What follows belongs to an exercise in optimizing a design on an open flow for small area, a short achievable clock period and few clock cycles per item; a production flow would make more cautious choices. Where RTL was checked, it was by simulation tests only, not by an equivalence proof against the original.

==> flow/design.v (excerpt) <==
module bcd_calc(
	input clk,
	input rst,
	input in_valid,
	input [19:0] in_a,
	input [19:0] in_b,
	input [1:0] in_op,        
	output in_ready,
	output out_valid,
	output [19:0] out_result,
	output out_error
);
Size: ~1900 cells after synthesis, roughly 68 I/O pins, roughly 14000 um2 of cells after synthesis.
==> module bcd_calc, before the edit <==
module bcd_calc(
	input clk,
	input rst,
	input in_valid,
	input [19:0] in_a,
	input [19:0] in_b,
	input [1:0] in_op,        
	output in_ready,
	output out_valid,
	output [19:0] out_result,
	output out_error
);
localparam K1 = 2;
localparam K2 = 6;
localparam K3 = 10;
assign in_ready = 1'b1;
reg [5:0] vp;
always @(posedge clk)
	if (rst) vp <= 6'd0;
	else vp <= {vp[4:0], in_valid};
assign out_valid = vp[5];
reg [15:0] a0, b0;
reg sa0, sb0;
reg [1:0] op0;
always @(posedge clk) begin
	a0 <= in_a[15:0];
	b0 <= in_b[15:0];
	sa0 <= in_a[16];	 
	sb0 <= in_b[16];
	op0 <= in_op;
end
wire [13:0] ma, mb;
bcd2n ca(a0, ma);
bcd2n cb(b0, mb);
wire gt;	 
radd #(14) cmp(.a(ma), .b(~mb), .ci(1'b0), .s(), .co(gt));
wire is_div0 = op0 == 2'd3;
wire is_mul0 = op0 == 2'd2;
wire is_add0 = ~op0[1];
wire esb = sb0 ^ op0[0];
wire diff = sa0 ^ esb;		 
wire sub_b = is_div0 | (is_add0 & diff);
wire inv_r = is_add0 & diff & ~gt;	 
wire cin0 = is_div0 | (is_add0 & diff & gt);
wire sign0 = is_add0 ? ((~diff | gt) ? sa0 : esb) : (sa0 ^ sb0);
wire [14:0] bor;	 
assign bor[14] = 1'b0;
genvar i;
generate for (i = 13; i >= 0; i = i - 1) begin : borg
	assign bor[i] = bor[i+1] | mb[i];
end endgenerate
wire m_hi = |(ma[13:1] & {bor[1], bor[2], bor[3], bor[4], bor[5], bor[6], bor[7],
	bor[8], bor[9], bor[10], bor[11], bor[12], bor[13]});
wire err0 = (is_div0 & (b0 == 16'd0)) | (is_mul0 & m_hi);
wire [13:0] xs [0:14];
wire [13:0] zs [0:14];
wire [13:0] ys [0:14];
wire [5:0]  fs [0:14];	 
assign xs[0] = 14'd0;
assign zs[0] = ma;
assign ys[0] = mb ^ {14{sub_b}};
assign fs[0] = {is_div0, is_mul0, inv_r, cin0, err0, sign0};
genvar k;
generate for (k = 1; k <= 14; k = k + 1) begin : row
	wire [13:0] xi, zi, yi;
	wire [5:0] fi;
	if (k - 1 == K1 || k - 1 == K2 || k - 1 == K3) begin : cut
		reg [13:0] xr, zr, yr;
		reg [5:0] fr;
		always @(posedge clk) begin
			xr <= xs[k-1];
			zr <= zs[k-1];
			yr <= ys[k-1];
			fr <= fs[k-1];
		end
		assign xi = xr; assign zi = zr; assign yi = yr; assign fi = fr;
	end else begin : nocut
		assign xi = xs[k-1]; assign zi = zs[k-1]; assign yi = ys[k-1]; assign fi = fs[k-1];
	end
	wire f_div = fi[5], f_mul = fi[4], f_cin = fi[2];
	wire zb = zi[13];
	wire inj = ~f_mul & zb;
	wire [k-1:0] p;
	if (k == 1) begin : p1
		assign p = inj;
	end else begin : pk
		assign p = {xi[k-2:0], inj};
	end
	wire [k-1:0] s;
	wire co;
	wire ci = (k == 14) ? f_cin : f_div;
	radd #(.W(k), .FAST(1)) ad(.a(p), .b(yi[k-1:0]), .ci(ci), .s(s), .co(co));
	wire yok;	 
	if (k == 14) begin : yk14
		assign yok = 1'b1;
	end else begin : ykn
		assign yok = &yi[13:k];
	end
	wire q = co & yok;
	wire sel = f_div ? q : f_mul ? zb : ((k == 14) & ~f_div & ~f_mul);
	wire [k-1:0] xo = sel ? s : p;
	if (k == 14) begin : x14
		assign xs[k] = xo;
	end else begin : xk
		assign xs[k] = {{(14-k){1'b0}}, xo};
	end
	assign zs[k] = {zi[12:0], q};
	assign ys[k] = yi;
	wire ovf = (f_mul & zb & co) | ((k == 14) & ~f_div & ~f_mul & ~f_cin & co);
	assign fs[k] = {fi[5:2], fi[1] | ovf, fi[0]};
end endgenerate
wire [5:0] ff = fs[14];
wire [13:0] mag = ff[5] ? zs[14] : xs[14] ^ {14{ff[3]}};
reg [13:0] mag4;
reg err4, sg4;
always @(posedge clk) begin
	mag4 <= mag;
	err4 <= ff[1];
	sg4 <= ff[0];
end
wire err = err4 | (mag4 > 14'd9999);
wire [15:0] dig;
n2bcd cv(mag4, dig);
reg [15:0] res5;
reg neg5, err5;
always @(posedge clk) begin
	res5 <= err ? 16'd0 : dig;
	neg5 <= sg4 & (mag4 != 14'd0) & ~err;
	err5 <= err;
end
assign out_result = {1'b0, neg5, 1'b0, neg5, res5};
assign out_error = err5;
endmodule
==> flow/config.mk <==
export PLATFORM = sky130hd
export DESIGN_NAME = bcd_calc
export DESIGN_NICKNAME = bcd_calc
export VERILOG_FILES = /design/flow/design.v
export SDC_FILE = /design/flow/constraint.sdc
export NUM_CORES = 4
export LEC_CHECK = 0
export ABC_AREA = 1
export CAP_MARGIN = 20
export CORE_MARGIN = 2
export CORE_UTILIZATION = 40
export CTS_BUF_LIST = sky130_fd_sc_hd__clkbuf_8
export CTS_CLUSTER_SIZE = 10
export PLACE_DENSITY = 0.6
export SLEW_MARGIN = 20
==> flow/constraint.sdc <==
create_clock -name core_clock -period 42.0 [get_ports {clk}]
set_input_delay 8.4000 -clock core_clock [delete_from_list [all_inputs] [get_ports {clk}]]
set_output_delay 8.4000 -clock core_clock [all_outputs]
set_load 0.01 [all_outputs]
standard.sh (not shown) runs the stock make flow with config.mk's settings and CLKGATE_MAP_FILE= SYNTH_SCRIPT=/design/flow/synth_recipe.tcl, a recipe that flattens the netlist after the stock synthesis.
==> flow/flow/run.sh <==
#!/bin/bash
# Own layout flow: the standard ORFS flow (standard.sh), with the port
# buffers made from sky130_fd_sc_hd__buf_2 cells instead of the cell
# buffer_ports picks by default. Each ORFS step logs to orfs/logs/; the make
# output goes to flow.log in this folder.
set -euo pipefail
bash standard.sh "BUFFER_PORTS_ARGS=-buffer_cell sky130_fd_sc_hd__buf_2" finish > flow.log 2>&1
Rerun with:
--- a/flow/design.v
+++ b/flow/design.v
@@ -112,6 +112,5 @@
 bcd2n ca(a0, ma);
 bcd2n cb(b0, mb);
-wire gt;	 
-radd #(14) cmp(.a(ma), .b(~mb), .ci(1'b0), .s(), .co(gt));
+wire gt = a0 > b0;
 wire is_div0 = op0 == 2'd3;
 wire is_mul0 = op0 == 2'd2;
@@ -119,7 +118,7 @@
 wire esb = sb0 ^ op0[0];
 wire diff = sa0 ^ esb;		 
-wire sub_b = is_div0 | (is_add0 & diff);
-wire inv_r = is_add0 & diff & ~gt;	 
-wire cin0 = is_div0 | (is_add0 & diff & gt);
+wire sub_b = is_div0 | (is_add0 & diff & gt);
+wire inv_a = is_add0 & diff & ~gt;
+wire cin0 = is_div0 | (is_add0 & diff);
 wire sign0 = is_add0 ? ((~diff | gt) ? sa0 : esb) : (sa0 ^ sb0);
 wire [14:0] bor;	 
@@ -139,5 +138,5 @@
 assign zs[0] = ma;
 assign ys[0] = mb ^ {14{sub_b}};
-assign fs[0] = {is_div0, is_mul0, inv_r, cin0, err0, sign0};
+assign fs[0] = {is_div0, is_mul0, inv_a, cin0, err0, sign0};
 genvar k;
 generate for (k = 1; k <= 14; k = k + 1) begin : row
@@ -157,7 +156,7 @@
 		assign xi = xs[k-1]; assign zi = zs[k-1]; assign yi = ys[k-1]; assign fi = fs[k-1];
 	end
-	wire f_div = fi[5], f_mul = fi[4], f_cin = fi[2];
+	wire f_div = fi[5], f_mul = fi[4], f_inva = fi[3], f_cin = fi[2];
 	wire zb = zi[13];
-	wire inj = ~f_mul & zb;
+	wire inj = ~f_mul & (zb ^ f_inva);
 	wire [k-1:0] p;
 	if (k == 1) begin : p1
@@ -168,6 +167,5 @@
 	wire [k-1:0] s;
 	wire co;
-	wire ci = (k == 14) ? f_cin : f_div;
-	radd #(.W(k), .FAST(1)) ad(.a(p), .b(yi[k-1:0]), .ci(ci), .s(s), .co(co));
+	radd #(.W(k), .FAST(1)) ad(.a(p), .b(yi[k-1:0]), .ci(f_cin), .s(s), .co(co));
 	wire yok;	 
 	if (k == 14) begin : yk14
@@ -190,5 +188,5 @@
 end endgenerate
 wire [5:0] ff = fs[14];
-wire [13:0] mag = ff[5] ? zs[14] : xs[14] ^ {14{ff[3]}};
+wire [13:0] mag = ff[5] ? zs[14] : xs[14];
 reg [13:0] mag4;
 reg err4, sg4;
After rerunning:
- critical path depth shrinks by 101
- cell count grows by 1.8%
- via count hardly moves
- wire length came out higher by 3.0%
- final area increases by 2.0%
- utilization falls by 0.21 points
- register-to-register slack improved by 1100 ps
- setup slack improves by 430 ps
- die area climbs by 2.2%
- synthesized cell count increases by 2.1%
- hold slack improved by 13 ps
- global-route usage went up by 0.61 points
- sequential cell count does not change
Testbench counts after the change, summed over its fixed seeds: cycles 8,048, items 8,000.
Function not checked in the first run of this note: the RTL went through the layout flow alone.

re-timing with driven ports:
The results above use ideal ports. As a check the final layouts listed here were re-extracted and re-timed, cells and wires unchanged.
Step 1: set_driving_cell puts a clkbuf_16 on clk and a buf_2 on each other input, an assumption about the parent block.
Step 2 adds t to the input delays and takes it off the output delays; t is the mean of the earliest and latest rising clock arrival at the registers after step 1. Input paths then give back, and output paths get back, about the clock's delay inside the block.
Slacks: ideal ports / drivers / drivers and shift; pairs: ideal ports / drivers.
run	t (ns)	setup WS [ns]	slew at the worst register clock pin (ns)	worst slew at a driven data input, ns	cell pins on the clock port's net
the first run	0.520	32.231 / 32.231 / 32.231	0.12 / 0.12	0.04	1
the second run	0.525	32.657 / 32.613 / 33.138	0.12 / 0.12	0.03	1
After both steps every run listed still meets setup and hold.
